What follows belongs to an exercise in optimizing a design on an open flow for small area and a short achievable clock period; a production flow would make more cautious choices.
RTL that was checked went through simulation tests only; none was proved equivalent to the original.
Power is estimated from default activity; no workload was simulated.

## v8
// processor_top
module processor_top (
    input wire clk,
    input wire resetn,
    input wire [15:0] instruction_input,
    input wire mem_write,
    output wire [15:0] PC_out
);
==> module processor_top, before the edit <==
module processor_top (
    input wire clk,
    input wire resetn,
    input wire [15:0] instruction_input,
    input wire mem_write,
    output wire [15:0] PC_out
);
    integer i;
    function [14:0] encode(input [15:0] ins);
        reg [2:0] cls;
        reg [3:0] sub;
        begin
            case (ins[15:12])
                4'b0101: cls = 3'b000;
                4'b0001: cls = 3'b001;
                4'b0010: cls = 3'b010;
                4'b0011: cls = 3'b011;
                4'b1001: cls = 3'b100;
                4'b1101: cls = 3'b101;
                4'b1111: cls = 3'b110;
                default: cls = 3'b111;
            endcase
            case (ins[15:12])
                4'b0000:
                    case (ins[7:4])
                        4'b0101: sub = 4'b0000;
                        4'b1001: sub = 4'b0001;
                        4'b0001: sub = 4'b0010;
                        4'b0011: sub = 4'b0100;
                        4'b1101: sub = 4'b0101;
                        4'b1011: sub = 4'b1110;
                        default: sub = 4'b0011;
                    endcase
                4'b1000:
                    case (ins[7:4])
                        4'b0000: sub = 4'b0111;
                        4'b0001: sub = 4'b1000;
                        default: sub = 4'b0110;
                    endcase
                4'b0100:
                    case (ins[7:4])
                        4'b0000: sub = 4'b1001;
                        4'b0100: sub = 4'b1010;
                        4'b1000: sub = 4'b1011;
                        4'b1100: sub = 4'b1100;
                        default: sub = 4'b1110;
                    endcase
                4'b1100: sub = 4'b1101;
                default: sub = 4'b1110;
            endcase
            encode = {cls, ins[11:8], (cls == 3'b111) ? sub : ins[7:4], ins[3:0]};
        end
    endfunction
    reg st_e, st_w;                  
    wire st_f = ~st_e & ~st_w;
    always @(posedge clk or negedge resetn) begin
        if (!resetn) begin
            st_e <= 1'b0;
            st_w <= 1'b0;
        end else begin
            st_e <= st_f;
            st_w <= st_e;
        end
    end
    reg  [15:0] pc;
    wire [15:0] pc_next;
    always @(posedge clk or negedge resetn) begin
        if (!resetn)
            pc <= 16'd0;
        else if (st_w)
            pc <= pc_next;
    end
    assign PC_out = pc;
    reg [14:0] imem [0:31];
    reg [4:0]  ra;
    wire [14:0] wenc = encode(instruction_input);
    always @(posedge clk) begin
        for (i = 0; i < 32; i = i + 1)
            if (mem_write && pc[4:0] == i)
                imem[i] <= wenc;
    end
    always @(posedge clk or negedge resetn) begin
        if (!resetn)
            ra <= 5'd0;
        else
            ra <= pc[4:0];
    end
    reg [14:0] imem_q;
    always @(*) begin
        imem_q = 15'd0;
        for (i = 0; i < 32; i = i + 1)
            imem_q = imem_q | ({15{ra == i}} & imem[i]);
    end
    reg  [14:0] ir;
    always @(posedge clk) begin
        if (st_f)
            ir <= imem_q;
    end
    wire [2:0] cls = ir[14:12];
    wire [3:0] sop = ir[7:4];
    wire [3:0] rd  = ir[11:8];
    wire [3:0] rs  = ir[3:0];
    wire       oth = (cls == 3'b111);
    wire is_sub  = (cls == 3'b100) | (oth & sop == 4'b0001);
    wire is_sext = (cls == 3'b000) | (cls == 3'b100);
    wire is_lui  = (cls == 3'b110);
    wire is_lshi = oth & (sop == 4'b0111 | sop == 4'b1000);
    wire c_sum   = (cls == 3'b000) | (cls == 3'b100) | (oth & (sop == 4'b0000 | sop == 4'b0001));
    wire c_and   = (cls == 3'b001) | (oth & sop == 4'b0010);
    wire c_or    = (cls == 3'b010) | (oth & sop == 4'b0011);
    wire c_xor   = (cls == 3'b011) | (oth & sop == 4'b0100);
    wire c_pass  = (cls == 3'b101) | is_lui | (oth & sop == 4'b0101);
    wire c_sh    = oth & (sop == 4'b0110 | sop == 4'b0111 | sop == 4'b1000);
    wire c_ld    = oth & (sop == 4'b1001);
    wire wen     = c_sum | c_and | c_xor | c_pass | c_sh | c_ld | c_or;
    reg [15:0] rf [0:15];
    reg [15:0] rv;
    wire [15:0] wd;
    reg         wen_q;
    always @(posedge clk or negedge resetn) begin
        if (!resetn)
            wen_q <= 1'b0;
        else
            wen_q <= st_e & wen;
    end
    wire        rf_we = wen_q;
    always @(posedge clk) begin
        for (i = 0; i < 16; i = i + 1)
            if (rf_we && rd == i)
                rf[i] <= wd;
    end
    always @(posedge clk or negedge resetn) begin
        if (!resetn)
            rv <= 16'd0;
        else
            for (i = 0; i < 16; i = i + 1)
                if (rf_we && rd == i)
                    rv[i] <= 1'b1;
    end
    reg [15:0] rdat_d, rdat_s;
    always @(*) begin
        rdat_d = 16'd0;
        rdat_s = 16'd0;
        for (i = 0; i < 16; i = i + 1) begin
            rdat_d = rdat_d | ({16{rd == i && rv[i]}} & rf[i]);
            rdat_s = rdat_s | ({16{rs == i && rv[i]}} & rf[i]);
        end
    end
    reg [15:0] A, B;
    reg        sub_q;                
    wire [15:0] yimm = is_lui  ? {ir[7:0], 8'h00} :
                       is_lshi ? {11'd0, sop[3], ir[3:0]} :
                                 {{8{is_sext & ir[7]}}, ir[7:0]};
    wire        use_imm = ~oth | is_lshi;
    wire [15:0] y = use_imm ? yimm : rdat_s;
    always @(posedge clk) begin
        A <= rdat_d;
        B <= is_sub ? ~y : y;
        sub_q <= is_sub;
    end
    reg [15:0] dmem [0:31];
    reg        sp;                   
    always @(posedge clk) begin
        sp <= st_e & oth & (sop == 4'b1010);
        for (i = 0; i < 32; i = i + 1)
            if (sp && B[4:0] == i)
                dmem[i] <= A;
    end
    reg [15:0] mdata;
    always @(*) begin
        mdata = 16'd0;
        for (i = 0; i < 32; i = i + 1)
            mdata = mdata | ({16{B[4:0] == i}} & dmem[i]);
    end
    wire z = ~|(A | B);
    reg  taken;
    always @(*) begin
        case (rd)
            4'd0, 4'd13: taken = z;
            4'd1, 4'd12: taken = ~z;
            4'd3, 4'd5, 4'd7, 4'd9, 4'd10, 4'd14: taken = 1'b1;
            default: taken = 1'b0;
        endcase
    end
    wire is_jal = oth & (sop == 4'b1011);
    wire is_jc  = oth & (sop == 4'b1100);
    wire is_bc  = oth & (sop == 4'b1101);
    wire jump   = is_jal | (is_jc & taken);
    wire inc    = ~(is_bc & taken) | ir[0];
    wire [15:0] pc_inc = pc + 16'd1;
    assign pc_next = jump ? B : (inc ? pc_inc : pc);
    wire [16:0] sum1 = {A, 1'b1} + {B, sub_q};
    wire [15:0] sum  = sum1[16:1];
    wire [31:0] shx = {16'd0, A} << {~B[4], B[3:0]};
    assign wd = ({16{c_sum}}  & sum)      |
                ({16{c_and}}  & (A & B))  |
                ({16{c_or}}   & (A | B))  |
                ({16{c_xor}}  & (A ^ B))  |
                ({16{c_pass}} & B)        |
                ({16{c_sh}}   & shx[31:16]) |
                ({16{c_ld}}   & mdata);
endmodule
Settings: LEC_CHECK=0, CAP_MARGIN=10, CORE_MARGIN=2, CORE_UTILIZATION=55, SLEW_MARGIN=10; clock period 15.0 ns.
standard.sh (not shown) runs the stock make flow with config.mk's settings and CLKGATE_MAP_FILE= SYNTH_SCRIPT=/design/flow/synth_recipe.tcl, a recipe that flattens the netlist after the stock synthesis.
==> flow/flow/run.sh <==
#!/bin/bash
# The standard layout (the standard.sh: ORFS synthesis through finish), with timing repair
# asked to keep more setup slack than the clock period needs, so that it also shortens the paths
# that already meet the clock, repair free to resize cells to any footprint, and clock tree
# synthesis with larger sink clusters and without dummy loads. The clock, constraints and
# everything else are the standard flow's.
set -euo pipefail
bash standard.sh SETUP_SLACK_MARGIN=10.75 MATCH_CELL_FOOTPRINT=0 \
  "CTS_ARGS=-sink_clustering_enable -repair_clock_nets -dont_use_dummy_load -sink_clustering_size 36 -sink_clustering_max_diameter 65" \
  finish > make_finish.log 2>&1
Inputs modified between v8 and v5:
--- a/flow/design.v
+++ b/flow/design.v
@@ -62,16 +62,17 @@
             st_e <= st_f;
             st_w <= st_e;
         end
     end
     reg  [15:0] pc;
     wire [15:0] pc_next;
+    wire        pc_en;
     always @(posedge clk or negedge resetn) begin
         if (!resetn)
             pc <= 16'd0;
-        else if (st_w)
+        else if (pc_en)
             pc <= pc_next;
     end
     assign PC_out = pc;
     reg [14:0] imem [0:31];
     reg [4:0]  ra;
     wire [14:0] wenc = encode(instruction_input);
@@ -186,18 +187,27 @@
     wire is_jal = oth & (sop == 4'b1011);
     wire is_jc  = oth & (sop == 4'b1100);
     wire is_bc  = oth & (sop == 4'b1101);
     wire jump   = is_jal | (is_jc & taken);
     wire inc    = ~(is_bc & taken) | ir[0];
     wire [15:0] pc_inc = pc + 16'd1;
-    assign pc_next = jump ? B : (inc ? pc_inc : pc);
+    assign pc_en   = st_w & (jump | inc);
+    assign pc_next = jump ? B : pc_inc;
     wire [16:0] sum1 = {A, 1'b1} + {B, sub_q};
     wire [15:0] sum  = sum1[16:1];
-    wire [31:0] shx = {16'd0, A} << {~B[4], B[3:0]};
+    wire [15:0] rot0 = B[0] ? {A[14:0],    A[15]}    : A;
+    wire [15:0] rot1 = B[1] ? {rot0[13:0], rot0[15:14]} : rot0;
+    wire [15:0] rot2 = B[2] ? {rot1[11:0], rot1[15:12]} : rot1;
+    wire [15:0] rot3 = B[3] ? {rot2[7:0],  rot2[15:8]}  : rot2;
+    reg  [15:0] shv;
+    always @(*) begin
+        for (i = 0; i < 16; i = i + 1)
+            shv[i] = rot3[i] & (B[4] ^ (i >= B[3:0]));
+    end
     assign wd = ({16{c_sum}}  & sum)      |
                 ({16{c_and}}  & (A & B))  |
                 ({16{c_or}}   & (A | B))  |
                 ({16{c_xor}}  & (A ^ B))  |
                 ({16{c_pass}} & B)        |
-                ({16{c_sh}}   & shx[31:16]) |
+                ({16{c_sh}}   & shv)        |
                 ({16{c_ld}}   & mdata);
 endmodule
Findings:
Going from v8 to v5, via count grew by a few percent.
Taking v8 as the reference, in v5 area share of buffers outside the clock network went up by 0.16 points, synthesized net count went up by about 0.3%.
Summary of v5 over v8: maximum frequency comparable, power in the clock group closely matched the old numbers.
| total non-filler cell area in the finished layout | v5 vs v8 | worse |
Function not checked in v5: the RTL went through the layout flow alone.

-- what the ideal ports hide --
The flow's constraints put no driver on any port. The routed layouts listed below were extracted and timed again, unchanged, in two steps.
Step 1 assumes that a clkbuf_16 drives the clock port and a buf_2 every other input.
Step 2 moves the port delays by t, midway between the first and last clock arrival at a register: inputs arrive t later, outputs are due t later. That takes back most of the time a late clock gives input paths.
Three values: ideal ports, drivers, drivers and shift; two values: the first two.
run	shift t [ns]	setup WS [ns]	hold slack, ns	slew at the worst register clock pin (ns)
v8	0.722	10.712 / 10.616 / 9.894	0.459 / 0.459 / 0.459	0.12 / 0.12
v5	0.735	10.699 / 10.635 / 10.117	0.487 / 0.487 / 0.487	0.11 / 0.11
After both steps setup and hold are still met in every run listed. For v8, which loses most, drivers alone change the setup slack by -0.096 ns; drivers and shift together by -0.818 ns.
